This is an optimization exercise on Yosys and OpenROAD, whose aim is small area, not a production implementation.

==> flow/design.v <==
module elevator_controller_top(
    input wire clk,
    input wire rst,
    input wire call_up_0,
    input wire call_up_1,
    input wire call_down_1,
    input wire call_down_2,
    input wire select_floor_0,
    input wire select_floor_1,
    input wire select_floor_2,
    output reg [1:0] current_floor,
    output reg door_open,
    output reg moving_up,
    output reg moving_down
);
    reg floor_reached;
    reg [15:0] mc;              
    reg [2:0] req;
    reg passenger_inside;
    reg return_to_zero;
    reg [1:0] dest;             
    reg [1:0] target;           
    reg blinking;
    reg [8:0] bc;               
    reg [12:0] dt;              
    wire idle = !floor_reached && !moving_up && !moving_down;
    wire moving = moving_up || moving_down;
    localparam [8:0] BC_M500 = 9'h1ff, BC_T500 = 9'h43;
    localparam [12:0] DT_M5000 = 13'h1e9f, DT_T5000 = 13'hc10;
    localparam [15:0] MC_M30000 = 16'hdfe5, MC_T30000 = 16'hdee5;
    localparam [15:0] MC_M50000 = 16'hfdff, MC_T50000 = 16'ha06d;
    localparam [15:0] MC_POL = 16'haaaa;
    localparam [12:0] DT_POL = 13'h0aaa;
    wire [15:0] mcs = mc ^ MC_POL;      
    wire [12:0] dts = dt ^ DT_POL;
    wire move_done = (mcs & MC_M30000) == MC_T30000;
    wire stop_done = (mcs & MC_M50000) == MC_T50000;
    wire blink_wrap = (bc & BC_M500) == BC_T500;
    wire window_end = (dts & DT_M5000) == DT_T5000;
    wire [15:0] mc_step = {mcs[14:0], ~(mcs[15] ^ mcs[8])};
    wire [8:0] bc_step = {bc[7:0], ~(bc[8] ^ bc[4])};
    wire [12:0] dt_step = {dts[11:0], ~(dts[12] ^ dts[5])};
    wire req_here = (~current_floor[1] & ~current_floor[0] & req[0]) |
                    (current_floor[0] & req[1]) | (current_floor[1] & req[2]);
    wire any_req = |req;
    wire [1:0] next_floor = {moving_up & current_floor[0],
                             moving_up ? ~current_floor[0] : current_floor[1]};
    wire pass_on = (moving_up & ~current_floor[0] & ~current_floor[1] & target[1]) |
                   (moving_down & current_floor[1] & ~target[1] & ~target[0]);
    wire arrive = !((moving_up & current_floor[0] & ~target[1] & ~target[0]) |
                    (moving_down & current_floor[0] & target[1])) & !pass_on;
    wire go_up = target[1] ? ~current_floor[1] : (target[0] & ~current_floor[1] & ~current_floor[0]);
    always @(posedge clk) begin
        if (idle || (moving && move_done))
            mc <= MC_POL;
        else
            mc <= mc_step ^ MC_POL;
    end
    always @(posedge clk or posedge rst) begin
        if (rst) begin
            current_floor <= 2'd0;
            floor_reached <= 1'b0;
            moving_up <= 1'b0;
            moving_down <= 1'b0;
        end else if (idle) begin
            if (req_here) begin
                floor_reached <= 1'b1;
            end else if (any_req && target != current_floor) begin
                moving_up <= go_up;
                moving_down <= !go_up;
            end
        end else if (moving) begin
            if (move_done) begin
                current_floor <= next_floor;
                if (arrive) begin
                    floor_reached <= 1'b1;
                    moving_up <= 1'b0;
                    moving_down <= 1'b0;
                end else if (!pass_on) begin
                    moving_up <= 1'b0;
                    moving_down <= 1'b0;
                end
            end
        end else begin
            if (stop_done)
                floor_reached <= 1'b0;
        end
    end
    wire accept = !passenger_inside && !return_to_zero;
    wire drop = floor_reached && passenger_inside && current_floor == dest;
    always @(posedge clk or posedge rst) begin
        if (rst) begin
            req <= 3'b000;
            passenger_inside <= 1'b0;
            return_to_zero <= 1'b0;
        end else begin
            if (floor_reached) begin
                case (current_floor)
                    2'd0: req[0] <= 1'b0;
                    2'd1: req[1] <= 1'b0;
                    2'd2: req[2] <= 1'b0;
                    default: ;
                endcase
                if (drop) begin
                    passenger_inside <= 1'b0;
                    if (current_floor != 2'd0)
                        return_to_zero <= 1'b1;
                end
                if (return_to_zero && current_floor == 2'd0)
                    return_to_zero <= 1'b0;
            end
            if (return_to_zero && !floor_reached)
                req[0] <= 1'b1;
            if (accept) begin
                if (call_up_0 || select_floor_0) req[0] <= 1'b1;
                if (call_up_1 || call_down_1 || select_floor_1) req[1] <= 1'b1;
                if (call_down_2 || select_floor_2) req[2] <= 1'b1;
                if (select_floor_0 || select_floor_1 || select_floor_2)
                    passenger_inside <= 1'b1;
            end
        end
    end
    always @(posedge clk) begin
        if (accept) begin
            if (select_floor_2) dest <= 2'd2;
            else if (select_floor_1) dest <= 2'd1;
            else if (select_floor_0) dest <= 2'd0;
        end
        if (return_to_zero)
            target <= 2'd0;
        else if (passenger_inside)
            target <= dest;
        else if (any_req) begin
            if (req_here)
                target <= current_floor;
            else if (current_floor == 2'd0)
                target <= req[1] ? 2'd1 : 2'd2;
            else if (current_floor == 2'd1)
                target <= req[0] ? 2'd0 : 2'd2;
            else
                target <= req[1] ? 2'd1 : 2'd0;
        end else
            target <= current_floor;
    end
    always @(posedge clk) begin
        if (blinking)
            dt <= dt_step ^ DT_POL;
        else
            dt <= DT_POL;
    end
    always @(posedge clk or posedge rst) begin
        if (rst) begin
            blinking <= 1'b0;
            door_open <= 1'b0;
            bc <= 9'd0;
        end else if (blinking) begin
            bc <= blink_wrap ? 9'd0 : bc_step;
            if (window_end) begin
                blinking <= 1'b0;
                door_open <= 1'b0;
            end else if (blink_wrap)
                door_open <= !door_open;
        end else if (floor_reached)
            blinking <= 1'b1;
    end
endmodule
make LEC_CHECK=0 CAP_MARGIN=20 CORE_MARGIN=2 CORE_UTILIZATION=40 SLEW_MARGIN=20 finish   # period 10.0 ns
run.sh (not shown) runs the stock make flow with config.mk's settings and CLKGATE_MAP_FILE= SYNTH_SCRIPT=/design/flow/synth_recipe.tcl, a recipe that flattens the netlist after the stock synthesis.
Next try:
--- a/flow/design.v
+++ b/flow/design.v
@@ -26,34 +26,19 @@
     wire idle = !floor_reached && !moving_up && !moving_down;
     wire moving = moving_up || moving_down;
-    localparam [8:0] BC_M500 = 9'h1ff, BC_T500 = 9'h43;
-    localparam [12:0] DT_M5000 = 13'h1e9f, DT_T5000 = 13'hc10;
-    localparam [15:0] MC_M30000 = 16'hdfe5, MC_T30000 = 16'hdee5;
-    localparam [15:0] MC_M50000 = 16'hfdff, MC_T50000 = 16'ha06d;
-    localparam [15:0] MC_POL = 16'haaaa;
-    localparam [12:0] DT_POL = 13'h0aaa;
-    wire [15:0] mcs = mc ^ MC_POL;      
-    wire [12:0] dts = dt ^ DT_POL;
-    wire move_done = (mcs & MC_M30000) == MC_T30000;
-    wire stop_done = (mcs & MC_M50000) == MC_T50000;
-    wire blink_wrap = (bc & BC_M500) == BC_T500;
-    wire window_end = (dts & DT_M5000) == DT_T5000;
-    wire [15:0] mc_step = {mcs[14:0], ~(mcs[15] ^ mcs[8])};
-    wire [8:0] bc_step = {bc[7:0], ~(bc[8] ^ bc[4])};
-    wire [12:0] dt_step = {dts[11:0], ~(dts[12] ^ dts[5])};
-    wire req_here = (~current_floor[1] & ~current_floor[0] & req[0]) |
-                    (current_floor[0] & req[1]) | (current_floor[1] & req[2]);
+    wire move_done = mc[14] & mc[13] & mc[12] & mc[10] & mc[8] & mc[5] & mc[4];
+    wire stop_done = mc[15] & mc[14] & mc[9] & mc[8] & mc[6] & mc[4];
+    wire blink_wrap = bc[8] & bc[7] & bc[6] & bc[5] & bc[4] & bc[2];
+    wire window_end = dt[12] & dt[9] & dt[8] & dt[7] & dt[3];
+    wire req_here = (current_floor == 2'd0) ? req[0] :
+                    (current_floor == 2'd1) ? req[1] : req[2];
     wire any_req = |req;
-    wire [1:0] next_floor = {moving_up & current_floor[0],
-                             moving_up ? ~current_floor[0] : current_floor[1]};
-    wire pass_on = (moving_up & ~current_floor[0] & ~current_floor[1] & target[1]) |
-                   (moving_down & current_floor[1] & ~target[1] & ~target[0]);
-    wire arrive = !((moving_up & current_floor[0] & ~target[1] & ~target[0]) |
-                    (moving_down & current_floor[0] & target[1])) & !pass_on;
-    wire go_up = target[1] ? ~current_floor[1] : (target[0] & ~current_floor[1] & ~current_floor[0]);
+    wire [1:0] next_floor = moving_up ? current_floor + 2'd1 : current_floor - 2'd1;
+    wire arrive = (target == next_floor) || (target == current_floor);
+    wire end_floor = next_floor != 2'd1;
     always @(posedge clk) begin
         if (idle || (moving && move_done))
-            mc <= MC_POL;
+            mc <= 16'd0;
         else
-            mc <= mc_step ^ MC_POL;
+            mc <= mc + 16'd1;
     end
     always @(posedge clk or posedge rst) begin
@@ -67,6 +52,6 @@
                 floor_reached <= 1'b1;
             end else if (any_req && target != current_floor) begin
-                moving_up <= go_up;
-                moving_down <= !go_up;
+                moving_up <= target > current_floor;
+                moving_down <= !(target > current_floor);
             end
         end else if (moving) begin
@@ -77,5 +62,5 @@
                     moving_up <= 1'b0;
                     moving_down <= 1'b0;
-                end else if (!pass_on) begin
+                end else if (end_floor) begin
                     moving_up <= 1'b0;
                     moving_down <= 1'b0;
@@ -145,7 +130,7 @@
     always @(posedge clk) begin
         if (blinking)
-            dt <= dt_step ^ DT_POL;
+            dt <= dt + 13'd1;
         else
-            dt <= DT_POL;
+            dt <= 13'd0;
     end
     always @(posedge clk or posedge rst) begin
@@ -155,5 +140,5 @@
             bc <= 9'd0;
         end else if (blinking) begin
-            bc <= blink_wrap ? 9'd0 : bc_step;
+            bc <= blink_wrap ? 9'd0 : bc + 9'd1;
             if (window_end) begin
                 blinking <= 1'b0;
=>
- worst setup slack is better by 0.26 ns
- final area rises by about 22%
- critical path depth stays the same
- register-to-register slack is worse by 0.44 ns
- synthesized cell count rises by about 40%
- fmax rises by 7.7%
- via count rises by about 34%
- clock-buffer cell count rises by 1
- core utilization falls by 0.99 points
- first-iteration DRC count rises by about 55%
No run of this note included a check of the RTL's function; only the layout flow was run.

static timing again, ports no longer ideal:
Ports are ideal in the flow. The routed layouts listed here were re-timed in OpenROAD. Step 1: set_driving_cell puts a clkbuf_16 on clk and a buf_2 on each other input, an assumption about the parent block. Step 2 also shifts input and output timing later by t, the mid clock arrival at the registers, as if the neighbouring blocks saw the same clock. Three values: no drivers, after step 1, after step 2; two values: the first two.
run	shift t [ns]	slack for setup (ns)	hold slack, ns	worst setup path after step 2	clock arrival spread, ns
the first run	0.328	6.388 / 6.363 / 6.690	0.376 / 0.376 / 0.376	register to output	0.007 / 0.007
the second run	0.329	6.648 / 6.621 / 6.837	0.455 / 0.455 / 0.455	input to register	0.012 / 0.012
After both steps every run listed still meets setup and hold.
